This design comes from an exercise in tuning for small area on the open sky130 flow, not from production work.
Function was checked by simulation only, so behaviour that the tests miss may differ from the original.

`constraint.sdc`:
```
create_clock -name core_clock -period 8.0 [get_ports {CLK_Filter}]
set_input_delay 1.6000 -clock core_clock [delete_from_list [all_inputs] [get_ports {CLK_Filter}]]
set_output_delay 1.6000 -clock core_clock [all_outputs]
set_load 0.01 [all_outputs]
```
`standard.sh`:
```
#!/bin/bash
# synth_recipe.tcl (not shown) runs the flow's synth.tcl, then flattens the netlist and writes it again
# the make line also repeats each setting of config.mk as NAME=value (left out here)
make -C /OpenROAD-flow-scripts/flow DESIGN_CONFIG=/design/flow/config.mk WORK_HOME=/design/flow/orfs CLKGATE_MAP_FILE= SYNTH_SCRIPT=/design/flow/synth_recipe.tcl "${@:-finish}"
```
`config.mk`:
```
export PLATFORM = sky130hd
export DESIGN_NAME = fir_filter
export DESIGN_NICKNAME = fir_filter
export VERILOG_FILES = /design/flow/design.v
export SDC_FILE = /design/flow/constraint.sdc
export NUM_CORES = 4
export LEC_CHECK = 0
export CAP_MARGIN = 20
export CORE_MARGIN = 2
export CORE_UTILIZATION = 60
export CTS_BUF_LIST = sky130_fd_sc_hd__clkbuf_8 sky130_fd_sc_hd__clkbuf_16
export CTS_CLUSTER_DIAMETER = 150
export CTS_CLUSTER_SIZE = 30
export GPL_TIMING_DRIVEN = 0
export SLEW_MARGIN = 20
export SYNTH_HIERARCHICAL = 1
export SYNTH_MINIMUM_KEEP_SIZE = 0
```
`design.v`:
```
module fir_filter (
    input CLK_Filter,
    input rst_n,
    input wire [7:0] filter_in,
    output reg [19:0] filter_out
);
  reg [7:0] d0;
  reg [7:0] d1;
  reg [7:0] d2;
  reg [7:0] d3;
  reg [7:0] d4;
  reg [7:0] d5;
  reg [7:0] d6;
  reg [7:0] d7;
  reg [7:0] d8;
  reg [7:0] d9;
  reg [7:0] d10;
  reg [7:0] d11;
  reg [7:0] d12;
  reg [7:0] d13;
  reg [7:0] d14;
  reg [7:0] d15;
  reg [7:0] d16;
  reg [7:0] d17;
  reg [7:0] d18;
  reg [7:0] d19;
  reg [7:0] d20;
  reg [7:0] d21;
  reg [7:0] d22;
  reg [7:0] d23;
  reg [1:0] st;
  always @(posedge CLK_Filter or negedge rst_n) begin
    if (!rst_n) st <= 2'd0;
    else st <= {st[1] | st[0], st[1] | ~st[0]};
  end
  wire en = st[1] & st[0];
  wire [7:0] en8 = {8{en}};
  always @(posedge CLK_Filter) begin
    d0 <= filter_in;
    d1 <= d0;
    d2 <= d1;
    d3 <= ~(d2 & en8);
    d4 <= d3;
    d5 <= d4;
    d6 <= ~(d5 | ~en8);
    d7 <= d6;
    d8 <= d7;
    d9 <= ~(d8 & en8);
    d10 <= d9;
    d11 <= d10;
    d12 <= ~(d11 | ~en8);
    d13 <= d12;
    d14 <= ~(d13 & en8);
    d15 <= d14;
    d16 <= d15;
    d17 <= ~(d16 | ~en8);
    d18 <= d17;
    d19 <= d18;
    d20 <= ~(d19 & en8);
    d21 <= d20;
    d22 <= d21;
    d23 <= ~(d22 | ~en8);
  end
  wire s0, c1;
  fir_ha us0 (.a(d3[0]), .b(d22[0]), .s(s0), .co(c1));
  wire s2, c3;
  fir_fa us2 (.a(d3[1]), .b(d22[1]), .ci(c1), .s(s2), .co(c3));
  wire s4, c5;
  fir_fa us4 (.a(d3[2]), .b(d22[2]), .ci(c3), .s(s4), .co(c5));
  wire s6, c7;
  fir_fa us6 (.a(d3[3]), .b(d22[3]), .ci(c5), .s(s6), .co(c7));
  wire s8, c9;
  fir_fa us8 (.a(d3[4]), .b(d22[4]), .ci(c7), .s(s8), .co(c9));
  wire s10, c11;
  fir_fa us10 (.a(d3[5]), .b(d22[5]), .ci(c9), .s(s10), .co(c11));
  wire s12, c13;
  fir_fa us12 (.a(d3[6]), .b(d22[6]), .ci(c11), .s(s12), .co(c13));
  wire s14, c15;
  fir_fa us14 (.a(d3[7]), .b(d22[7]), .ci(c13), .s(s14), .co(c15));
  wire n16 = ~s0;
  wire n17 = ~s2;
  wire n18 = ~s4;
  wire n19 = ~s6;
  wire n20 = ~s8;
  wire n21 = ~s10;
  wire n22 = ~s12;
  wire n23 = ~s14;
  wire n24 = ~c15;
  wire n25 = ~d4[0];
  wire n26 = ~d4[1];
  wire n27 = ~d4[2];
  wire n28 = ~d4[3];
  wire n29 = ~d4[4];
  wire n30 = ~d4[5];
  wire n31 = ~d4[6];
  wire n32 = ~d4[7];
  wire n33 = ~d21[0];
  wire n34 = ~d21[1];
  wire n35 = ~d21[2];
  wire n36 = ~d21[3];
  wire n37 = ~d21[4];
  wire n38 = ~d21[5];
  wire n39 = ~d21[6];
  wire n40 = ~d21[7];
  wire s41, c42;
  fir_ha us41 (.a(d5[0]), .b(d20[0]), .s(s41), .co(c42));
  wire s43, c44;
  fir_fa us43 (.a(d5[1]), .b(d20[1]), .ci(c42), .s(s43), .co(c44));
  wire s45, c46;
  fir_fa us45 (.a(d5[2]), .b(d20[2]), .ci(c44), .s(s45), .co(c46));
  wire s47, c48;
  fir_fa us47 (.a(d5[3]), .b(d20[3]), .ci(c46), .s(s47), .co(c48));
  wire s49, c50;
  fir_fa us49 (.a(d5[4]), .b(d20[4]), .ci(c48), .s(s49), .co(c50));
  wire s51, c52;
  fir_fa us51 (.a(d5[5]), .b(d20[5]), .ci(c50), .s(s51), .co(c52));
  wire s53, c54;
  fir_fa us53 (.a(d5[6]), .b(d20[6]), .ci(c52), .s(s53), .co(c54));
  wire s55, c56;
  fir_fa us55 (.a(d5[7]), .b(d20[7]), .ci(c54), .s(s55), .co(c56));
  wire n57 = ~s41;
  wire n58 = ~s43;
  wire n59 = ~s45;
  wire n60 = ~s47;
  wire n61 = ~s49;
  wire n62 = ~s51;
  wire n63 = ~s53;
  wire n64 = ~s55;
  wire n65 = ~c56;
  wire s66, c67;
  fir_ha us66 (.a(d6[0]), .b(d19[0]), .s(s66), .co(c67));
  wire s68, c69;
  fir_fa us68 (.a(d6[1]), .b(d19[1]), .ci(c67), .s(s68), .co(c69));
  wire s70, c71;
  fir_fa us70 (.a(d6[2]), .b(d19[2]), .ci(c69), .s(s70), .co(c71));
  wire s72, c73;
  fir_fa us72 (.a(d6[3]), .b(d19[3]), .ci(c71), .s(s72), .co(c73));
  wire s74, c75;
  fir_fa us74 (.a(d6[4]), .b(d19[4]), .ci(c73), .s(s74), .co(c75));
  wire s76, c77;
  fir_fa us76 (.a(d6[5]), .b(d19[5]), .ci(c75), .s(s76), .co(c77));
  wire s78, c79;
  fir_fa us78 (.a(d6[6]), .b(d19[6]), .ci(c77), .s(s78), .co(c79));
  wire s80, c81;
  fir_fa us80 (.a(d6[7]), .b(d19[7]), .ci(c79), .s(s80), .co(c81));
  wire s82, c83;
  fir_ha us82 (.a(d7[0]), .b(d18[0]), .s(s82), .co(c83));
  wire s84, c85;
  fir_fa us84 (.a(d7[1]), .b(d18[1]), .ci(c83), .s(s84), .co(c85));
  wire s86, c87;
  fir_fa us86 (.a(d7[2]), .b(d18[2]), .ci(c85), .s(s86), .co(c87));
  wire s88, c89;
  fir_fa us88 (.a(d7[3]), .b(d18[3]), .ci(c87), .s(s88), .co(c89));
  wire s90, c91;
  fir_fa us90 (.a(d7[4]), .b(d18[4]), .ci(c89), .s(s90), .co(c91));
  wire s92, c93;
  fir_fa us92 (.a(d7[5]), .b(d18[5]), .ci(c91), .s(s92), .co(c93));
  wire s94, c95;
  fir_fa us94 (.a(d7[6]), .b(d18[6]), .ci(c93), .s(s94), .co(c95));
  wire s96, c97;
  fir_fa us96 (.a(d7[7]), .b(d18[7]), .ci(c95), .s(s96), .co(c97));
  wire n98 = ~s82;
  wire n99 = ~s84;
  wire n100 = ~s86;
  wire n101 = ~s88;
  wire n102 = ~s90;
  wire n103 = ~s92;
  wire n104 = ~s94;
  wire n105 = ~s96;
  wire n106 = ~c97;
  wire s107, c108;
  fir_ha us107 (.a(d8[0]), .b(d17[0]), .s(s107), .co(c108));
  wire s109, c110;
  fir_fa us109 (.a(d8[1]), .b(d17[1]), .ci(c108), .s(s109), .co(c110));
  wire s111, c112;
  fir_fa us111 (.a(d8[2]), .b(d17[2]), .ci(c110), .s(s111), .co(c112));
  wire s113, c114;
  fir_fa us113 (.a(d8[3]), .b(d17[3]), .ci(c112), .s(s113), .co(c114));
  wire s115, c116;
  fir_fa us115 (.a(d8[4]), .b(d17[4]), .ci(c114), .s(s115), .co(c116));
  wire s117, c118;
  fir_fa us117 (.a(d8[5]), .b(d17[5]), .ci(c116), .s(s117), .co(c118));
  wire s119, c120;
  fir_fa us119 (.a(d8[6]), .b(d17[6]), .ci(c118), .s(s119), .co(c120));
  wire s121, c122;
  fir_fa us121 (.a(d8[7]), .b(d17[7]), .ci(c120), .s(s121), .co(c122));
  wire n123 = ~s107;
  wire n124 = ~s109;
  wire n125 = ~s111;
  wire n126 = ~s113;
  wire n127 = ~s115;
  wire n128 = ~s117;
  wire n129 = ~s119;
  wire n130 = ~s121;
  wire n131 = ~c122;
  wire s132, c133;
  fir_ha us132 (.a(d9[0]), .b(d16[0]), .s(s132), .co(c133));
  wire s134, c135;
  fir_fa us134 (.a(d9[1]), .b(d16[1]), .ci(c133), .s(s134), .co(c135));
  wire s136, c137;
  fir_fa us136 (.a(d9[2]), .b(d16[2]), .ci(c135), .s(s136), .co(c137));
  wire s138, c139;
  fir_fa us138 (.a(d9[3]), .b(d16[3]), .ci(c137), .s(s138), .co(c139));
  wire s140, c141;
  fir_fa us140 (.a(d9[4]), .b(d16[4]), .ci(c139), .s(s140), .co(c141));
  wire s142, c143;
  fir_fa us142 (.a(d9[5]), .b(d16[5]), .ci(c141), .s(s142), .co(c143));
  wire s144, c145;
  fir_fa us144 (.a(d9[6]), .b(d16[6]), .ci(c143), .s(s144), .co(c145));
  wire s146, c147;
  fir_fa us146 (.a(d9[7]), .b(d16[7]), .ci(c145), .s(s146), .co(c147));
  wire n148 = ~s132;
  wire n149 = ~s134;
  wire n150 = ~s136;
  wire n151 = ~s138;
  wire n152 = ~s140;
  wire n153 = ~s142;
  wire n154 = ~s144;
  wire n155 = ~s146;
  wire n156 = ~c147;
  wire s157, c158;
  fir_ha us157 (.a(d10[0]), .b(d15[0]), .s(s157), .co(c158));
  wire s159, c160;
  fir_fa us159 (.a(d10[1]), .b(d15[1]), .ci(c158), .s(s159), .co(c160));
  wire s161, c162;
  fir_fa us161 (.a(d10[2]), .b(d15[2]), .ci(c160), .s(s161), .co(c162));
  wire s163, c164;
  fir_fa us163 (.a(d10[3]), .b(d15[3]), .ci(c162), .s(s163), .co(c164));
  wire s165, c166;
  fir_fa us165 (.a(d10[4]), .b(d15[4]), .ci(c164), .s(s165), .co(c166));
  wire s167, c168;
  fir_fa us167 (.a(d10[5]), .b(d15[5]), .ci(c166), .s(s167), .co(c168));
  wire s169, c170;
  fir_fa us169 (.a(d10[6]), .b(d15[6]), .ci(c168), .s(s169), .co(c170));
  wire s171, c172;
  fir_fa us171 (.a(d10[7]), .b(d15[7]), .ci(c170), .s(s171), .co(c172));
  wire n173 = ~s157;
  wire n174 = ~s159;
  wire n175 = ~s161;
  wire n176 = ~s163;
  wire n177 = ~s165;
  wire n178 = ~s167;
  wire n179 = ~s169;
  wire n180 = ~s171;
  wire n181 = ~c172;
  wire s182, c183;
  fir_ha us182 (.a(d11[0]), .b(d14[0]), .s(s182), .co(c183));
  wire s184, c185;
  fir_fa us184 (.a(d11[1]), .b(d14[1]), .ci(c183), .s(s184), .co(c185));
  wire s186, c187;
  fir_fa us186 (.a(d11[2]), .b(d14[2]), .ci(c185), .s(s186), .co(c187));
  wire s188, c189;
  fir_fa us188 (.a(d11[3]), .b(d14[3]), .ci(c187), .s(s188), .co(c189));
  wire s190, c191;
  fir_fa us190 (.a(d11[4]), .b(d14[4]), .ci(c189), .s(s190), .co(c191));
  wire s192, c193;
  fir_fa us192 (.a(d11[5]), .b(d14[5]), .ci(c191), .s(s192), .co(c193));
  wire s194, c195;
  fir_fa us194 (.a(d11[6]), .b(d14[6]), .ci(c193), .s(s194), .co(c195));
  wire s196, c197;
  fir_fa us196 (.a(d11[7]), .b(d14[7]), .ci(c195), .s(s196), .co(c197));
  wire n198 = ~s182;
  wire n199 = ~s184;
  wire n200 = ~s186;
  wire n201 = ~s188;
  wire n202 = ~s190;
  wire n203 = ~s192;
  wire n204 = ~s194;
  wire n205 = ~s196;
  wire n206 = ~c197;
  wire s207 = ~(d2[0] ^ d23[0]);
  wire c208 = d2[0] | d23[0];
  wire s209, c210;
  fir_fa us209 (.a(s207), .b(n16), .ci(n123), .s(s209), .co(c210));
  wire s211, c212;
  fir_fa us211 (.a(n198), .b(s134), .ci(s159), .s(s211), .co(c212));
  wire s213 = ~(d2[1] ^ d23[1]);
  wire c214 = d2[1] | d23[1];
  wire s215, c216;
  fir_fa us215 (.a(c208), .b(s213), .ci(s41), .s(s215), .co(c216));
  wire s217, c218;
  fir_fa us217 (.a(s66), .b(n98), .ci(c210), .s(s217), .co(c218));
  wire s219, c220;
  fir_fa us219 (.a(n17), .b(n124), .ci(n199), .s(s219), .co(c220));
  wire s221, c222;
  fir_fa us221 (.a(s215), .b(s136), .ci(s161), .s(s221), .co(c222));
  wire s223, c224;
  fir_fa us223 (.a(c212), .b(s217), .ci(s219), .s(s223), .co(c224));
  wire s225, c226;
  fir_fa us225 (.a(d2[2]), .b(d23[2]), .ci(c214), .s(s225), .co(c226));
  wire s227, c228;
  fir_fa us227 (.a(s66), .b(s182), .ci(n16), .s(s227), .co(c228));
  wire s229, c230;
  fir_fa us229 (.a(c216), .b(s225), .ci(s43), .s(s229), .co(c230));
  wire s231, c232;
  fir_fa us231 (.a(s68), .b(n99), .ci(s227), .s(s231), .co(c232));
  wire s233, c234;
  fir_fa us233 (.a(c218), .b(n18), .ci(n125), .s(s233), .co(c234));
  wire s235, c236;
  fir_fa us235 (.a(n200), .b(c220), .ci(s229), .s(s235), .co(c236));
  wire s237, c238;
  fir_fa us237 (.a(s231), .b(s138), .ci(s163), .s(s237), .co(c238));
  wire s239, c240;
  fir_fa us239 (.a(c222), .b(c224), .ci(s233), .s(s239), .co(c240));
  wire s241, c242;
  fir_fa us241 (.a(s235), .b(s237), .ci(s239), .s(s241), .co(c242));
  wire s243 = ~(d2[3] ^ d23[3]);
  wire c244 = d2[3] | d23[3];
  wire s245, c246;
  fir_fa us245 (.a(n25), .b(n33), .ci(s243), .s(s245), .co(c246));
  wire s247, c248;
  fir_fa us247 (.a(s107), .b(s157), .ci(c226), .s(s247), .co(c248));
  wire s249, c250;
  fir_fa us249 (.a(s245), .b(s68), .ci(s184), .s(s249), .co(c250));
  wire s251, c252;
  fir_fa us251 (.a(c228), .b(n17), .ci(s247), .s(s251), .co(c252));
  wire s253, c254;
  fir_fa us253 (.a(s45), .b(s70), .ci(c230), .s(s253), .co(c254));
  wire s255, c256;
  fir_fa us255 (.a(n100), .b(s249), .ci(c232), .s(s255), .co(c256));
  wire s257, c258;
  fir_fa us257 (.a(n19), .b(n126), .ci(n201), .s(s257), .co(c258));
  wire s259, c260;
  fir_fa us259 (.a(c234), .b(s251), .ci(c236), .s(s259), .co(c260));
  wire s261, c262;
  fir_fa us261 (.a(s253), .b(s255), .ci(s140), .s(s261), .co(c262));
  wire s263, c264;
  fir_fa us263 (.a(s165), .b(c238), .ci(c240), .s(s263), .co(c264));
  wire s265, c266;
  fir_fa us265 (.a(s257), .b(s259), .ci(s261), .s(s265), .co(c266));
  wire s267, c268;
  fir_fa us267 (.a(c242), .b(s263), .ci(s265), .s(s267), .co(c268));
  wire s269 = ~(d2[4] ^ d23[4]);
  wire c270 = d2[4] | d23[4];
  wire s271, c272;
  fir_fa us271 (.a(n26), .b(n34), .ci(c244), .s(s271), .co(c272));
  wire s273, c274;
  fir_fa us273 (.a(s269), .b(s66), .ci(n57), .s(s273), .co(c274));
  wire s275, c276;
  fir_fa us275 (.a(n148), .b(c246), .ci(s271), .s(s275), .co(c276));
  wire s277, c278;
  fir_fa us277 (.a(s109), .b(s159), .ci(s273), .s(s277), .co(c278));
  wire s279, c280;
  fir_fa us279 (.a(c248), .b(s70), .ci(s186), .s(s279), .co(c280));
  wire s281, c282;
  fir_fa us281 (.a(c250), .b(n18), .ci(s275), .s(s281), .co(c282));
  wire s283, c284;
  fir_fa us283 (.a(s277), .b(c252), .ci(s47), .s(s283), .co(c284));
  wire s285, c286;
  fir_fa us285 (.a(s72), .b(c254), .ci(n101), .s(s285), .co(c286));
  wire s287, c288;
  fir_fa us287 (.a(s279), .b(c256), .ci(s281), .s(s287), .co(c288));
  wire s289, c290;
  fir_fa us289 (.a(n20), .b(n127), .ci(n202), .s(s289), .co(c290));
  wire s291, c292;
  fir_fa us291 (.a(c258), .b(c260), .ci(s283), .s(s291), .co(c292));
  wire s293, c294;
  fir_fa us293 (.a(s285), .b(s287), .ci(s142), .s(s293), .co(c294));
  wire s295, c296;
  fir_fa us295 (.a(s167), .b(c262), .ci(c264), .s(s295), .co(c296));
  wire s297, c298;
  fir_fa us297 (.a(s289), .b(s291), .ci(c266), .s(s297), .co(c298));
  wire s299, c300;
  fir_fa us299 (.a(s293), .b(s295), .ci(c268), .s(s299), .co(c300));
  wire s301, c302;
  fir_fa us301 (.a(d2[5]), .b(d23[5]), .ci(n27), .s(s301), .co(c302));
  wire s303, c304;
  fir_fa us303 (.a(n35), .b(c270), .ci(s82), .s(s303), .co(c304));
  wire s305, c306;
  fir_fa us305 (.a(s107), .b(n148), .ci(c272), .s(s305), .co(c306));
  wire s307, c308;
  fir_fa us307 (.a(s301), .b(s68), .ci(c274), .s(s307), .co(c308));
  wire s309, c310;
  fir_fa us309 (.a(n58), .b(n149), .ci(s303), .s(s309), .co(c310));
  wire s311, c312;
  fir_fa us311 (.a(c276), .b(s305), .ci(s111), .s(s311), .co(c312));
  wire s313, c314;
  fir_fa us313 (.a(s161), .b(c278), .ci(s307), .s(s313), .co(c314));
  wire s315, c316;
  fir_fa us315 (.a(s309), .b(s72), .ci(s188), .s(s315), .co(c316));
  wire s317, c318;
  fir_fa us317 (.a(c280), .b(n19), .ci(c282), .s(s317), .co(c318));
  wire s319, c320;
  fir_fa us319 (.a(s311), .b(s313), .ci(s49), .s(s319), .co(c320));
  wire s321, c322;
  fir_fa us321 (.a(s74), .b(c284), .ci(n102), .s(s321), .co(c322));
  wire s323, c324;
  fir_fa us323 (.a(c286), .b(s315), .ci(c288), .s(s323), .co(c324));
  wire s325, c326;
  fir_fa us325 (.a(s317), .b(n21), .ci(n128), .s(s325), .co(c326));
  wire s327, c328;
  fir_fa us327 (.a(n203), .b(c290), .ci(c292), .s(s327), .co(c328));
  wire s329, c330;
  fir_fa us329 (.a(s319), .b(s321), .ci(s323), .s(s329), .co(c330));
  wire s331, c332;
  fir_fa us331 (.a(s144), .b(s169), .ci(c294), .s(s331), .co(c332));
  wire s333, c334;
  fir_fa us333 (.a(c296), .b(s325), .ci(s327), .s(s333), .co(c334));
  wire s335, c336;
  fir_fa us335 (.a(s329), .b(c298), .ci(s331), .s(s335), .co(c336));
  wire s337, c338;
  fir_fa us337 (.a(s333), .b(c300), .ci(s335), .s(s337), .co(c338));
  wire s339 = ~(d2[6] ^ d23[6]);
  wire c340 = d2[6] | d23[6];
  wire s341, c342;
  fir_fa us341 (.a(d12[0]), .b(d13[0]), .ci(n28), .s(s341), .co(c342));
  wire s343, c344;
  fir_fa us343 (.a(n36), .b(s339), .ci(n173), .s(s343), .co(c344));
  wire s345, c346;
  fir_fa us345 (.a(n198), .b(c302), .ci(s341), .s(s345), .co(c346));
  wire s347, c348;
  fir_fa us347 (.a(c304), .b(s84), .ci(s109), .s(s347), .co(c348));
  wire s349, c350;
  fir_fa us349 (.a(n149), .b(s343), .ci(c306), .s(s349), .co(c350));
  wire s351, c352;
  fir_fa us351 (.a(s345), .b(s70), .ci(c308), .s(s351), .co(c352));
  wire s353, c354;
  fir_fa us353 (.a(n59), .b(n150), .ci(c310), .s(s353), .co(c354));
  wire s355, c356;
  fir_fa us355 (.a(s347), .b(s349), .ci(s113), .s(s355), .co(c356));
  wire s357, c358;
  fir_fa us357 (.a(s163), .b(c312), .ci(c314), .s(s357), .co(c358));
  wire s359, c360;
  fir_fa us359 (.a(s351), .b(s353), .ci(s74), .s(s359), .co(c360));
  wire s361, c362;
  fir_fa us361 (.a(s190), .b(c316), .ci(n20), .s(s361), .co(c362));
  wire s363, c364;
  fir_fa us363 (.a(c318), .b(s355), .ci(s357), .s(s363), .co(c364));
  wire s365, c366;
  fir_fa us365 (.a(s51), .b(s76), .ci(c320), .s(s365), .co(c366));
  wire s367, c368;
  fir_fa us367 (.a(n103), .b(c322), .ci(s359), .s(s367), .co(c368));
  wire s369, c370;
  fir_fa us369 (.a(s361), .b(c324), .ci(s363), .s(s369), .co(c370));
  wire s371, c372;
  fir_fa us371 (.a(n22), .b(n129), .ci(n204), .s(s371), .co(c372));
  wire s373, c374;
  fir_fa us373 (.a(c326), .b(c328), .ci(s365), .s(s373), .co(c374));
  wire s375, c376;
  fir_fa us375 (.a(s367), .b(c330), .ci(c332), .s(s375), .co(c376));
  wire s377, c378;
  fir_fa us377 (.a(s146), .b(s171), .ci(s369), .s(s377), .co(c378));
  wire s379, c380;
  fir_fa us379 (.a(s371), .b(c334), .ci(s373), .s(s379), .co(c380));
  wire s381, c382;
  fir_fa us381 (.a(c336), .b(s375), .ci(s377), .s(s381), .co(c382));
  wire s383, c384;
  fir_fa us383 (.a(s379), .b(c338), .ci(s381), .s(s383), .co(c384));
  wire s385, c386;
  fir_fa us385 (.a(d2[7]), .b(d23[7]), .ci(d12[1]), .s(s385), .co(c386));
  wire s387, c388;
  fir_fa us387 (.a(d13[1]), .b(n29), .ci(n37), .s(s387), .co(c388));
  wire s389, c390;
  fir_fa us389 (.a(c340), .b(c342), .ci(s385), .s(s389), .co(c390));
  wire s391, c392;
  fir_fa us391 (.a(s387), .b(c344), .ci(n174), .s(s391), .co(c392));
  wire s393, c394;
  fir_fa us393 (.a(n199), .b(c346), .ci(s389), .s(s393), .co(c394));
  wire s395, c396;
  fir_fa us395 (.a(s86), .b(s111), .ci(c348), .s(s395), .co(c396));
  wire s397, c398;
  fir_fa us397 (.a(n150), .b(s391), .ci(c350), .s(s397), .co(c398));
  wire s399, c400;
  fir_fa us399 (.a(s72), .b(c352), .ci(s393), .s(s399), .co(c400));
  wire s401, c402;
  fir_fa us401 (.a(n60), .b(n151), .ci(c354), .s(s401), .co(c402));
  wire s403, c404;
  fir_fa us403 (.a(s395), .b(s397), .ci(s115), .s(s403), .co(c404));
  wire s405, c406;
  fir_fa us405 (.a(s165), .b(c356), .ci(c358), .s(s405), .co(c406));
  wire s407, c408;
  fir_fa us407 (.a(s399), .b(s401), .ci(s76), .s(s407), .co(c408));
  wire s409, c410;
  fir_fa us409 (.a(s192), .b(c360), .ci(n21), .s(s409), .co(c410));
  wire s411, c412;
  fir_fa us411 (.a(c362), .b(s403), .ci(c364), .s(s411), .co(c412));
  wire s413, c414;
  fir_fa us413 (.a(s405), .b(s53), .ci(s78), .s(s413), .co(c414));
  wire s415, c416;
  fir_fa us415 (.a(c366), .b(n104), .ci(c368), .s(s415), .co(c416));
  wire s417, c418;
  fir_fa us417 (.a(s407), .b(s409), .ci(c147), .s(s417), .co(c418));
  wire s419, c420;
  fir_fa us419 (.a(c172), .b(c370), .ci(s411), .s(s419), .co(c420));
  wire s421, c422;
  fir_fa us421 (.a(n23), .b(n130), .ci(n205), .s(s421), .co(c422));
  wire s423, c424;
  fir_fa us423 (.a(c372), .b(c374), .ci(s413), .s(s423), .co(c424));
  wire s425, c426;
  fir_fa us425 (.a(s415), .b(c376), .ci(s417), .s(s425), .co(c426));
  wire s427, c428;
  fir_fa us427 (.a(c378), .b(s419), .ci(s421), .s(s427), .co(c428));
  wire s429, c430;
  fir_fa us429 (.a(s423), .b(c380), .ci(s425), .s(s429), .co(c430));
  wire s431, c432;
  fir_fa us431 (.a(c382), .b(s427), .ci(s429), .s(s431), .co(c432));
  wire s433 = ~(d12[2] ^ d13[2]);
  wire c434 = d12[2] | d13[2];
  wire s435, c436;
  fir_fa us435 (.a(n30), .b(n38), .ci(s433), .s(s435), .co(c436));
  wire s437, c438;
  fir_fa us437 (.a(c386), .b(c388), .ci(s435), .s(s437), .co(c438));
  wire s439, c440;
  fir_fa us439 (.a(c390), .b(n175), .ci(n200), .s(s439), .co(c440));
  wire s441, c442;
  fir_fa us441 (.a(c392), .b(s437), .ci(c394), .s(s441), .co(c442));
  wire s443, c444;
  fir_fa us443 (.a(s88), .b(s113), .ci(c396), .s(s443), .co(c444));
  wire s445, c446;
  fir_fa us445 (.a(n151), .b(s439), .ci(c398), .s(s445), .co(c446));
  wire s447, c448;
  fir_fa us447 (.a(s74), .b(c400), .ci(s441), .s(s447), .co(c448));
  wire s449, c450;
  fir_fa us449 (.a(n61), .b(n152), .ci(c402), .s(s449), .co(c450));
  wire s451, c452;
  fir_fa us451 (.a(s443), .b(s445), .ci(s117), .s(s451), .co(c452));
  wire s453, c454;
  fir_fa us453 (.a(s167), .b(c404), .ci(c406), .s(s453), .co(c454));
  wire s455, c456;
  fir_fa us455 (.a(s447), .b(s449), .ci(s78), .s(s455), .co(c456));
  wire s457, c458;
  fir_fa us457 (.a(s194), .b(c408), .ci(n22), .s(s457), .co(c458));
  wire s459, c460;
  fir_fa us459 (.a(c410), .b(s451), .ci(c412), .s(s459), .co(c460));
  wire s461, c462;
  fir_fa us461 (.a(s453), .b(n24), .ci(n131), .s(s461), .co(c462));
  wire s463, c464;
  fir_fa us463 (.a(n206), .b(c414), .ci(s55), .s(s463), .co(c464));
  wire s465, c466;
  fir_fa us465 (.a(s80), .b(n105), .ci(c416), .s(s465), .co(c466));
  wire s467, c468;
  fir_fa us467 (.a(s455), .b(s457), .ci(c418), .s(s467), .co(c468));
  wire s469, c470;
  fir_fa us469 (.a(s459), .b(c420), .ci(c422), .s(s469), .co(c470));
  wire s471, c472;
  fir_fa us471 (.a(s461), .b(c424), .ci(s463), .s(s471), .co(c472));
  wire s473, c474;
  fir_fa us473 (.a(s465), .b(c426), .ci(s467), .s(s473), .co(c474));
  wire s475, c476;
  fir_fa us475 (.a(s469), .b(c428), .ci(s471), .s(s475), .co(c476));
  wire s477, c478;
  fir_fa us477 (.a(s473), .b(c430), .ci(s475), .s(s477), .co(c478));
  wire s479 = ~(d12[3] ^ d13[3]);
  wire c480 = d12[3] | d13[3];
  wire s481, c482;
  fir_fa us481 (.a(n31), .b(n39), .ci(c434), .s(s481), .co(c482));
  wire s483, c484;
  fir_fa us483 (.a(s479), .b(c436), .ci(s481), .s(s483), .co(c484));
  wire s485, c486;
  fir_fa us485 (.a(c438), .b(s483), .ci(n176), .s(s485), .co(c486));
  wire s487, c488;
  fir_fa us487 (.a(n201), .b(c440), .ci(c442), .s(s487), .co(c488));
  wire s489, c490;
  fir_fa us489 (.a(s90), .b(s115), .ci(c444), .s(s489), .co(c490));
  wire s491, c492;
  fir_fa us491 (.a(n152), .b(s485), .ci(c446), .s(s491), .co(c492));
  wire s493, c494;
  fir_fa us493 (.a(s76), .b(c448), .ci(s487), .s(s493), .co(c494));
  wire s495, c496;
  fir_fa us495 (.a(n62), .b(n153), .ci(c450), .s(s495), .co(c496));
  wire s497, c498;
  fir_fa us497 (.a(s489), .b(s491), .ci(s119), .s(s497), .co(c498));
  wire s499, c500;
  fir_fa us499 (.a(s169), .b(c452), .ci(c454), .s(s499), .co(c500));
  wire s501, c502;
  fir_fa us501 (.a(s493), .b(s495), .ci(c56), .s(s501), .co(c502));
  wire s503, c504;
  fir_fa us503 (.a(c81), .b(n106), .ci(c456), .s(s503), .co(c504));
  wire s505, c506;
  fir_fa us505 (.a(s80), .b(s196), .ci(n23), .s(s505), .co(c506));
  wire s507, c508;
  fir_fa us507 (.a(c458), .b(s497), .ci(c460), .s(s507), .co(c508));
  wire s509, c510;
  fir_fa us509 (.a(s499), .b(c462), .ci(c464), .s(s509), .co(c510));
  wire s511, c512;
  fir_fa us511 (.a(s501), .b(c466), .ci(s503), .s(s511), .co(c512));
  wire s513, c514;
  fir_fa us513 (.a(s505), .b(c468), .ci(s507), .s(s513), .co(c514));
  wire s515, c516;
  fir_fa us515 (.a(c470), .b(c472), .ci(s509), .s(s515), .co(c516));
  wire s517, c518;
  fir_fa us517 (.a(s511), .b(c474), .ci(s513), .s(s517), .co(c518));
  wire s519, c520;
  fir_fa us519 (.a(c476), .b(s515), .ci(s517), .s(s519), .co(c520));
  wire s521, c522;
  fir_fa us521 (.a(d12[4]), .b(d13[4]), .ci(n32), .s(s521), .co(c522));
  wire s523, c524;
  fir_fa us523 (.a(n40), .b(c480), .ci(c482), .s(s523), .co(c524));
  wire s525, c526;
  fir_fa us525 (.a(s521), .b(c484), .ci(s523), .s(s525), .co(c526));
  wire s527, c528;
  fir_fa us527 (.a(s525), .b(n177), .ci(n202), .s(s527), .co(c528));
  wire s529, c530;
  fir_fa us529 (.a(c486), .b(c488), .ci(s92), .s(s529), .co(c530));
  wire s531, c532;
  fir_fa us531 (.a(s117), .b(c490), .ci(n153), .s(s531), .co(c532));
  wire s533, c534;
  fir_fa us533 (.a(s527), .b(c492), .ci(s78), .s(s533), .co(c534));
  wire s535, c536;
  fir_fa us535 (.a(c494), .b(n63), .ci(n154), .s(s535), .co(c536));
  wire s537, c538;
  fir_fa us537 (.a(c496), .b(s529), .ci(s531), .s(s537), .co(c538));
  wire s539, c540;
  fir_fa us539 (.a(c81), .b(c197), .ci(n24), .s(s539), .co(c540));
  wire s541, c542;
  fir_fa us541 (.a(c498), .b(s121), .ci(s171), .s(s541), .co(c542));
  wire s543, c544;
  fir_fa us543 (.a(s533), .b(c500), .ci(s535), .s(s543), .co(c544));
  wire s545, c546;
  fir_fa us545 (.a(c502), .b(s537), .ci(c504), .s(s545), .co(c546));
  wire s547, c548;
  fir_fa us547 (.a(c506), .b(s539), .ci(s541), .s(s547), .co(c548));
  wire s549, c550;
  fir_fa us549 (.a(c508), .b(s543), .ci(c510), .s(s549), .co(c550));
  wire s551, c552;
  fir_fa us551 (.a(s545), .b(c512), .ci(s547), .s(s551), .co(c552));
  wire s553, c554;
  fir_fa us553 (.a(c514), .b(s549), .ci(c516), .s(s553), .co(c554));
  wire s555, c556;
  fir_fa us555 (.a(s551), .b(c518), .ci(s553), .s(s555), .co(c556));
  wire s557 = ~(d12[5] ^ d13[5]);
  wire c558 = d12[5] | d13[5];
  wire s559, c560;
  fir_fa us559 (.a(s557), .b(c522), .ci(c524), .s(s559), .co(c560));
  wire s561, c562;
  fir_fa us561 (.a(c526), .b(s559), .ci(n178), .s(s561), .co(c562));
  wire s563, c564;
  fir_fa us563 (.a(n203), .b(c528), .ci(s94), .s(s563), .co(c564));
  wire s565, c566;
  fir_fa us565 (.a(s119), .b(c530), .ci(n154), .s(s565), .co(c566));
  wire s567, c568;
  fir_fa us567 (.a(c532), .b(s561), .ci(c122), .s(s567), .co(c568));
  wire s569, c570;
  fir_fa us569 (.a(c172), .b(c534), .ci(s80), .s(s569), .co(c570));
  wire s571, c572;
  fir_fa us571 (.a(n64), .b(n155), .ci(c536), .s(s571), .co(c572));
  wire s573, c574;
  fir_fa us573 (.a(s563), .b(c538), .ci(s565), .s(s573), .co(c574));
  wire s575, c576;
  fir_fa us575 (.a(c540), .b(c542), .ci(s567), .s(s575), .co(c576));
  wire s577, c578;
  fir_fa us577 (.a(s569), .b(c544), .ci(s571), .s(s577), .co(c578));
  wire s579, c580;
  fir_fa us579 (.a(s573), .b(c546), .ci(c548), .s(s579), .co(c580));
  wire s581, c582;
  fir_fa us581 (.a(s575), .b(s577), .ci(c550), .s(s581), .co(c582));
  wire s583, c584;
  fir_fa us583 (.a(c552), .b(s579), .ci(c554), .s(s583), .co(c584));
  wire s585, c586;
  fir_fa us585 (.a(s581), .b(s583), .ci(c556), .s(s585), .co(c586));
  wire s587 = ~(d12[6] ^ d13[6]);
  wire c588 = d12[6] | d13[6];
  wire s589, c590;
  fir_fa us589 (.a(c558), .b(s587), .ci(c560), .s(s589), .co(c590));
  wire s591, c592;
  fir_fa us591 (.a(s589), .b(n179), .ci(n204), .s(s591), .co(c592));
  wire s593, c594;
  fir_fa us593 (.a(c562), .b(c81), .ci(n65), .s(s593), .co(c594));
  wire s595, c596;
  fir_fa us595 (.a(n156), .b(c564), .ci(s96), .s(s595), .co(c596));
  wire s597, c598;
  fir_fa us597 (.a(s121), .b(n155), .ci(c566), .s(s597), .co(c598));
  wire s599, c600;
  fir_fa us599 (.a(s591), .b(c568), .ci(c570), .s(s599), .co(c600));
  wire s601, c602;
  fir_fa us601 (.a(c572), .b(s593), .ci(s595), .s(s601), .co(c602));
  wire s603, c604;
  fir_fa us603 (.a(c574), .b(s597), .ci(c576), .s(s603), .co(c604));
  wire s605, c606;
  fir_fa us605 (.a(s599), .b(c578), .ci(s601), .s(s605), .co(c606));
  wire s607, c608;
  fir_fa us607 (.a(c580), .b(s603), .ci(c582), .s(s607), .co(c608));
  wire s609, c610;
  fir_fa us609 (.a(s605), .b(s607), .ci(c584), .s(s609), .co(c610));
  wire s611, c612;
  fir_fa us611 (.a(d12[7]), .b(d13[7]), .ci(c588), .s(s611), .co(c612));
  wire s613, c614;
  fir_fa us613 (.a(s611), .b(c590), .ci(c97), .s(s613), .co(c614));
  wire s615, c616;
  fir_fa us615 (.a(c122), .b(n156), .ci(n180), .s(s615), .co(c616));
  wire s617, c618;
  fir_fa us617 (.a(n205), .b(c592), .ci(c594), .s(s617), .co(c618));
  wire s619, c620;
  fir_fa us619 (.a(c596), .b(s613), .ci(c598), .s(s619), .co(c620));
  wire s621, c622;
  fir_fa us621 (.a(s615), .b(c600), .ci(s617), .s(s621), .co(c622));
  wire s623, c624;
  fir_fa us623 (.a(c602), .b(s619), .ci(c604), .s(s623), .co(c624));
  wire s625, c626;
  fir_fa us625 (.a(s621), .b(c606), .ci(s623), .s(s625), .co(c626));
  wire s627, c628;
  fir_fa us627 (.a(c608), .b(s625), .ci(c610), .s(s627), .co(c628));
  wire s629 = ~(c612 ^ n181);
  wire c630 = c612 | n181;
  wire s631, c632;
  fir_fa us631 (.a(n206), .b(s629), .ci(c614), .s(s631), .co(c632));
  wire s633, c634;
  fir_fa us633 (.a(c616), .b(c618), .ci(s631), .s(s633), .co(c634));
  wire s635, c636;
  fir_fa us635 (.a(c620), .b(c622), .ci(s633), .s(s635), .co(c636));
  wire s637, c638;
  fir_fa us637 (.a(c624), .b(s635), .ci(c626), .s(s637), .co(c638));
  wire s639 = ~(c630 ^ c632);
  wire c640 = c630 | c632;
  wire s641, c642;
  fir_fa us641 (.a(s639), .b(c634), .ci(c636), .s(s641), .co(c642));
  wire s643 = ~(c640 ^ c642);
  wire c644 = c640 | c642;
  wire s645, c646;
  fir_ha us645 (.a(s132), .b(s157), .s(s645), .co(c646));
  wire s647, c648;
  fir_fa us647 (.a(c646), .b(s209), .ci(s211), .s(s647), .co(c648));
  wire s649, c650;
  fir_fa us649 (.a(s221), .b(c648), .ci(s223), .s(s649), .co(c650));
  wire s651, c652;
  fir_ha us651 (.a(c650), .b(s241), .s(s651), .co(c652));
  wire s653, c654;
  fir_ha us653 (.a(c652), .b(s267), .s(s653), .co(c654));
  wire s655, c656;
  fir_fa us655 (.a(s297), .b(c654), .ci(s299), .s(s655), .co(c656));
  wire s657, c658;
  fir_ha us657 (.a(s337), .b(c656), .s(s657), .co(c658));
  wire s659, c660;
  fir_ha us659 (.a(c658), .b(s383), .s(s659), .co(c660));
  wire s661, c662;
  fir_ha us661 (.a(c384), .b(s431), .s(s661), .co(c662));
  wire s663, c664;
  fir_ha us663 (.a(c432), .b(s477), .s(s663), .co(c664));
  wire s665, c666;
  fir_ha us665 (.a(c478), .b(s519), .s(s665), .co(c666));
  wire s667, c668;
  fir_ha us667 (.a(c520), .b(s555), .s(s667), .co(c668));
  wire s669, c670;
  fir_ha us669 (.a(c586), .b(s609), .s(s669), .co(c670));
  wire s671, c672;
  fir_ha us671 (.a(s637), .b(c628), .s(s671), .co(c672));
  wire s673, c674;
  fir_ha us673 (.a(s641), .b(c638), .s(s673), .co(c674));
  wire n675 = ~c644;
  wire g676 = c662 | (s661 & c660);
  wire g677 = c666 | (s665 & c664);
  wire a678 = s665 & s663;
  wire a679 = s585 & c668;
  wire a680 = s585 & s667;
  wire a681 = s627 & c670;
  wire a682 = s627 & s669;
  wire g683 = c674 | (s673 & c672);
  wire a684 = s673 & s671;
  wire a685 = n675 & s643;
  wire g686 = c664 | (s663 & g676);
  wire g687 = g677 | (a678 & g676);
  wire g688 = c670 | (s669 & a679);
  wire a689 = s669 & a680;
  wire g690 = a681 | (a682 & a679);
  wire a691 = a682 & a680;
  wire a692 = s643 & g683;
  wire a693 = s643 & a684;
  wire g694 = c644 | (a685 & g683);
  wire a695 = a685 & a684;
  wire g696 = c668 | (s667 & g687);
  wire g697 = a679 | (a680 & g687);
  wire g698 = g688 | (a689 & g687);
  wire g699 = g690 | (a691 & g687);
  wire a700 = 1'b1 & g694;
  wire a701 = 1'b1 & a695;
  wire g702 = c672 | (s671 & g699);
  wire g703 = g683 | (a684 & g699);
  wire g704 = a692 | (a693 & g699);
  wire g705 = g694 | (a695 & g699);
  wire g706 = a700 | (a701 & g699);
  wire o707 = s661 ^ c660;
  wire o708 = s663 ^ g676;
  wire o709 = s665 ^ g686;
  wire o710 = s667 ^ g687;
  wire o711 = s585 ^ g696;
  wire o712 = s669 ^ g697;
  wire o713 = s627 ^ g698;
  wire o714 = s671 ^ g699;
  wire o715 = s673 ^ g702;
  wire o716 = s643 ^ g703;
  wire o717 = n675 ^ g704;
  wire o718 = 1'b1 ^ g705;
  wire [19:0] y = {o718, o717, o716, o715, o714, o713, o712, o711, o710, o709, o708, o707, s659, s657, s655, s653, s651, s649, s647, s645};
  always @(posedge CLK_Filter or negedge rst_n) begin
    if (!rst_n) filter_out <= 20'd0;
    else filter_out <= y & {20{en}};
  end
endmodule
module fir_fa (input a, input b, input ci, output s, output co);
  assign s = a ^ b ^ ci;
  assign co = (a & b) | (a & ci) | (b & ci);
endmodule
module fir_ha (input a, input b, output s, output co);
  assign s = a ^ b;
  assign co = a & b;
endmodule
```
`flow/run.sh`:
```
#!/bin/bash
# The standard ORFS flow (the standard.sh) with two arguments changed:
# the port buffers use the smallest buffer cell, and the clock tree is built
# from smaller clusters of smaller buffers, without dummy loads.
set -euo pipefail
bash standard.sh \
  'BUFFER_PORTS_ARGS=-buffer_cell sky130_fd_sc_hd__buf_1' \
  'CTS_ARGS=-sink_clustering_enable -repair_clock_nets -sink_clustering_size 20 -sink_clustering_max_diameter 100 -sink_buffer_max_cap_derate 1.0 -buf_list {sky130_fd_sc_hd__clkbuf_8} -dont_use_dummy_load' \
  finish > standard.log 2>&1
```
==> results of run 1 <==
critical path: stages (launching register included):
cell and delay, ns:
dfxtp_1 0.34, ha_1 0.22, fa_2 0.40, fa_2 0.37, fa_2 0.35, fa_1 0.41
fa_2 0.36, fa_1 0.65, inv_1 0.17, fa_1 0.44, fa_2 0.42, fa_1 0.42
fa_1 0.42, fa_1 0.39, fa_1 0.40, fa_1 0.39, fa_2 0.38, ha_4 0.18
a21oi_2 0.16, inv_1 0.09, or4_1 0.53, a21oi_2 0.15
Yosys cell counts (2+ instances only):
| cell | instances |
|---|---|
| a21boi_0 | 2 |
| a21oi_1 | 3 |
| and3_1 | 12 |
| clkbuf_1 | 9 |
| dfrtp_1 | 22 |
| dfxtp_1 | 192 |
| fa_1 | 266 |
| ha_1 | 36 |
| inv_1 | 120 |
| mux2i_1 | 2 |
| nand2_1 | 37 |
| nand2b_1 | 3 |
| nor2_1 | 38 |
| o21ai_0 | 2 |
| or2_2 | 2 |
| xor2_1 | 3 |
final timing paths:
| kind | depth (start not counted) | end | slack (ns) | from |
|---|---|---|---|---|
| worst max-delay path | 21 | filter_out[17] | 0.25 | d11[0] |
| worst min register to register | 0 | d2[3] | 0.33 | d1[3] |
| min in group asynchronous | 1 | filter_out[7] | 1.06 | rst_n |
| max in group asynchronous | 1 | filter_out[15] | 6.58 | rst_n |
| worst min-delay path | 0 | d2[3] | 0.33 | d1[3] |
| worst max register to register | 21 | filter_out[17] | 0.25 | d11[0] |
logic make-up after synthesis:
family | count (synthesis) | share of synthesized area
fa+ha+maj | 302 | 0.513
mux | 2 | 0.00178
buf+inv | 129 | 0.0430
flops | 214 | 0.390
compound gates | 13 | 0.00900
simple gates | 101 | 0.0405
xor+xnor | 3 | 0.00233
area by class of cell:
| type | instances | share of cell area |
|---|---|---|
| tap | 234 | 0.0245 |
| sequential | 214 | 0.368 |
| clock buffer | 14 | 0.0161 |
| timing repair buffer | 30 | 0.00986 |
| buffer | 9 | 0.00283 |
| multi-input combinational | 421 | 0.541 |
| inverter | 120 | 0.0377 |
stage by stage:
step / utilization / area [sq um] / instances
5_1_grt: 0.642 / 11900 / 1042
6_report: 0.642 / 11900 / 1042
4_1_cts: 0.639 / 11900 / 1041
3_5_place_dp: 0.627 / 11700 / 1027
3_3_place_gp: 0.627 / 11700 / 1027
2_1_floorplan: - / 11300 / 764
repair_timing:
| item | in CTS | in global routing |
|---|---|---|
| gates resized for setup | 6 | 14 |
| hold buffers | 0 | 0 |
| pin swaps | 0 | 2 |
| cloned | 0 | 0 |
| endpoints found under the setup margin | 4 | 5 |
| buffers inserted | 0 | 1 |
Yosys stat by module (local to each module, per instance):
module      flip-flops and latches  area, sq um  cells  copies in the design
fir_filter                     214         5680    478                     1
fir_fa                           0         20.0      1                   266
fir_ha                           0         12.5      1                    20
layer usage:
| metal | global-route usage | part of all wire |
|---|---|---|
| met1 | 0.362 | 0.45 |
| met3 | 0.0431 | 0.062 |
| met4 | 0.0411 | 0.017 |
| met5 | 0 | 0 |
| met2 | 0.389 | 0.47 |
==> results.cfg, run 1 <==
[detailed_routing]
wl_per_cell_microns = 21.1
ant_nets = 0
drt_first_pass_iters = 6
drt_iter0_drc = 291
vias = 5332
viasPerCell = 5.12
drc = 0
wirelength_microns = 22000

[cts]
clkTransAtPathRegs_ns = 0.11
tritoncts = yes
cts_root_buf = clkbuf_8
clock_latency_ns = 0.52
numCtsBuffers = 14
cts_buffer_depth = 3
cts_sinks = 214
cts-htree-levels = 1

[global_routing]
grt-ovfl-total = 0
track_usage = 0.242
grt_pass1_wl_microns = 34800
grt_pass1_vias = 6335
antenna_found_initial = 0
grt_max_degree = 23

[worst_setup_path]
worstSetupEndpointType = register
critical_path_class = register to register
critPathMaxFanout = 3
startpoint_type = register
worstPathArrival_ns = 8.15
crit_required_ns = 8.39

[floorplanning]
die_y_microns = 141
die_x_microns = 141
ios = 30
placeableCoreArea_sq_um = 18600
rows = 50
initial_core_util = 0.606
dieArea_sq_um = 19900

[sta]
tightest_slew_ns = 0.913
setup_viol = 0
fin_crit_ns = 7.75
setup_ws_ns = 0.247
finalHoldViolations = 0
tns_ns = 0
finalHoldWorstSlack_ns = 0.335
fmaxAchievable_ghz = 0.129
post-route-period-util = 0.969
maxSlewHeadroom = 0.391
final_max_slew_viol_count = 0
finalClockSkew_ns = 0.0542

[yosys]
synth_top_area_share = 0.473
synth_edf_count = 0
post_synth_instance_area_sq_um = 11300
ys.flop_type = dfxtp_1
synthDistinctLibCells = 31
synth_seq_area_share = 0.390
synth-seq-cells = 214
syn_inst = 764
yosysTopAreaCell = fa_1
syn-num-nets = 1076
ys_top_cells_by_area = fa_1 (47%), dfxtp_1 (34%), dfrtp_1 (4.9%)
avgSynthCellArea_sq_um = 14.7
async_flop_share = 0.103
ys.warnings.count = 7

[final_layout]
fin_nets = 1122
multi_input_area_sq_um = 6450
antennaDiodeCount = 0
largest-register = filter_out
layout_common_cells = fa_1 (256), dfxtp_1 (192), inv_1 (119)
num-fill-cells = 1409
synthToLayoutAreaGrowth_pct = 6.01
largest_reg_flops = 20
drive_gt1_frac = 0.0470
register_area_sq_um = 4390
layout_commonest_cell = fa_1

[placed_design]
pre_cts_slack_ns = 0.00994
io_buffers = 29
gp_congestion = 0.917
dp_hpwl_microns = 19400

[outcome]
run_status = no timing/DRC/antenna violations

[job]
max_cap_viol_count = 0

[worst_hold_path]
hold_path_class = register to register
==> run 2, diff against run 1 <==
==> flow/run.sh (replaced) <==
#!/bin/bash
# The standard ORFS flow (the standard.sh) with two arguments changed:
# the port buffers use the smallest buffer cell, and the clock tree is built
# from smaller clusters of smaller buffers, without dummy loads.
set -euo pipefail
bash standard.sh \
  'BUFFER_PORTS_ARGS=-buffer_cell sky130_fd_sc_hd__buf_1' \
  'CTS_ARGS=-sink_clustering_enable -repair_clock_nets -sink_clustering_size 12 -sink_clustering_max_diameter 60 -sink_buffer_max_cap_derate 1.0 -buf_list {sky130_fd_sc_hd__clkbuf_4} -dont_use_dummy_load' \
  finish > standard.log 2>&1
==> run 2 against run 1 <==
Final cell count grew 1.2%. Sequential share of layout area shrank 0.054 points. Via count grew 1.7%. Clock-buffer cell count grew 8. Register-to-register slack gained 0.03 ns. Sequential cell count is the same. Synthesized cell count is the same. Final area grew 0.15%. Clock skew grew 0.029 ns. Routed wire length grew 0.40%.
==> results.cfg, run 2 <==
[worst_setup_path]
worstSetupEndpointType = register
slowest_stage = fa_1
startpoint_type = register
reg2reg_slack_ns = 0.28
crit_family = adder cells
max_stage_delay_ns = 0.58
critical_path_class = register to register
r2r_end = filter_out[17]
critPathBufInv = 1
worstPathArrival_ns = 8.22
crit_required_ns = 8.50
crit_path_frequent_cell = fa_1
rr_startpoint = d6[0]
r2r_cells = 19
critPathMaxFanout = 3
crit_chain = ha_1 -> fa_1 -> fa_1 -> fa_1 -> fa_1 -> fa_1 -> fa_1 -> fa_1 -> fa_1 -> fa_1 -> fa_1 -> fa_1 -> fa_1 -> fa_2 -> ha_4 -> a21oi_2 -> inv_1 -> or4_1 -> a21oi_2

[yosys]
synth_top_area_share = 0.473
post_synth_instance_area_sq_um = 11300
syn-num-nets = 1076
async_flop_share = 0.103
synthDistinctLibCells = 31
avgSynthCellArea_sq_um = 14.7
yosysTopAreaCell = fa_1
ys.flop_type = dfxtp_1
synth_commonest_cells = fa_1 (266), dfxtp_1 (192), inv_1 (120), nor2_1 (38), nand2_1 (37)
synth_seq_area_share = 0.390
ys.warnings.count = 7
synth-seq-cells = 214
yosysMostFrequentCell = fa_1
syn_inst = 764
synth_edf_count = 0
ys_top_cells_by_area = fa_1 (47%), dfxtp_1 (34%), dfrtp_1 (4.9%)

[cts]
cts-htree-levels = 1
cts_buffer_depth = 3
cts_hold_buffers = 0
clkTransAtPathRegs_ns = 0.12
cts_root_buf = clkbuf_4
numCtsBuffers = 22
tritoncts = yes
clock_latency_ns = 0.66
cts_sinks = 214

[final_layout]
register_area_sq_um = 4390
postLayoutCoreUtil = 0.643
synthToLayoutAreaGrowth_pct = 6.17
multi_input_area_sq_um = 6470
largest-register = filter_out
num-fill-cells = 1410
largest_reg_flops = 20
fin_nets = 1133
layout_commonest_cell = fa_1
drive_gt1_frac = 0.0696
layout_common_cells = fa_1 (249), dfxtp_1 (192), inv_1 (118)

[floorplanning]
initial_core_util = 0.606
die_x_microns = 141
ios = 30
placeableCoreArea_sq_um = 18600
rows = 50
die_y_microns = 141
dieArea_sq_um = 19900

[worst_hold_path]
hold_depth = 0
hold_path_startpoint = d21[4]
holdPathEnd = d22[4]
hold_path_class = register to register

[placed_design]
gp_congestion = 0.917
io_buffers = 29
pre_cts_slack_ns = 0.00994
dp_hpwl_microns = 19400

[sta]
final_max_slew_viol_count = 0
post-route-period-util = 0.965
fin_crit_ns = 7.72
finalHoldViolations = 0
setup_viol = 0
rsz0062_at_grt = false
setup_ws_ns = 0.279
finalHoldWorstSlack_ns = 0.280
finalClockSkew_ns = 0.0828
tns_ns = 0
fmaxAchievable_ghz = 0.130
tightest_slew_ns = 0.869
maxSlewHeadroom = 0.421

[global_routing]
grt_pass1_vias = 6389
grt_max_degree = 23
grt-ovfl-total = 0
track_usage = 0.244
grt_pass1_wl_microns = 34900
antenna_found_initial = 1

[detailed_routing]
wirelength_microns = 22100
drt_iter0_drc = 231
viasPerCell = 5.14
drc = 0
drt_first_pass_iters = 4
vias = 5424
wl_per_cell_microns = 20.9
ant_nets = 0

[outcome]
run_status = no timing/DRC/antenna violations

[job]
max_cap_viol_count = 0
## run 2: cells by family after synthesis
family	share of synthesized area
xor+xnor	0.00233
fa+ha+maj	0.513
mux	0.00178
simple gates	0.0405
buf+inv	0.0430
flops	0.390
compound gates	0.00900
## run 2: worst reg2reg max path: stages (launching register included)
cell     delay (ns)
dfxtp_1        0.34
ha_1           0.42
fa_1           0.45
fa_1           0.39
fa_1           0.41
fa_1           0.44
fa_1           0.45
fa_1           0.45
fa_1           0.58
fa_1           0.44
fa_1           0.45
fa_1           0.40
fa_1           0.47
fa_1           0.42
fa_2           0.38
ha_4           0.18
a21oi_2        0.16
inv_1          0.09
or4_1          0.53
a21oi_2        0.15
## run 2: through the flow
step	instances	cell area, sq um
detailed placement	1027	11700
floorplan	764	11300
global route	1055	12000
global placement	1027	11700
finish	1055	12000
CTS	1049	11900
## run 2: worst max-delay path by stage
stage	endpoint	slack, ns	cells after the start	from
floorplan	filter_out[17]	0.53	21	d8[0]
global placement	filter_out[17]	0.09	21	d8[0]
detailed placement	filter_out[16]	0.01	23	d8[0]
CTS	filter_out[17]	0.01	21	d11[0]
global route	filter_out[17]	0.003	21	d2[3]
finish	filter_out[17]	0.28	19	d6[0]
## run 2: timing repair
item,4_1_cts,5_1_grt
setup endpoints to repair,4,6
buffers inserted,0,4
pin swaps,0,4
resized for setup,7,21
## run 2: area by class of cell
class | instances | area share
timing repair buffer | 33 | 0.0117
antenna | 2 | 0.000419
clock buffer | 22 | 0.0138
multi-input combinational | 421 | 0.541
inverter | 120 | 0.0377
sequential | 214 | 0.368
tap | 234 | 0.0245
buffer | 9 | 0.00283
## run 2: per-module statistics from Yosys, one instance, submodules excluded
module      copies in the design  area (sq um)  flip-flops and latches
fir_ha                        20          12.5                       0
fir_fa                       266          20.0                       0
fir_filter                     1          5680                     214
## run 2: routing by layer
| metal | part of all wire | global-route usage |
|---|---|---|
| met5 | 0 | 0 |
| met4 | 0.019 | 0.0500 |
| met3 | 0.056 | 0.0428 |
| met2 | 0.47 | 0.391 |
| met1 | 0.46 | 0.360 |

## afterwards: timing with drivers on the ports
Ports are ideal in the flow. The routed layouts listed here were re-timed in OpenROAD. Step 1 (the two cells are an assumption about what drives the block):
set clk [get_ports {CLK_Filter}]
set_driving_cell -lib_cell sky130_fd_sc_hd__clkbuf_16 $clk
set_driving_cell -lib_cell sky130_fd_sc_hd__buf_2 [delete_from_list [all_inputs] $clk]
Step 2 also shifts input and output timing later by t, the mid clock arrival at the registers, as if the neighbouring blocks saw the same clock. a / b / c = no drivers / after step 1 / after step 2; a / b = the first two.
run	shift t [ns]	setup slack, ns	hold WS [ns]
run 1	0.532	0.247 / 0.247 / 0.247	0.335 / 0.335 / 0.335
run 2	0.658	0.279 / 0.279 / 0.279	0.280 / 0.280 / 0.280
After both steps setup and hold are still met in every run listed.
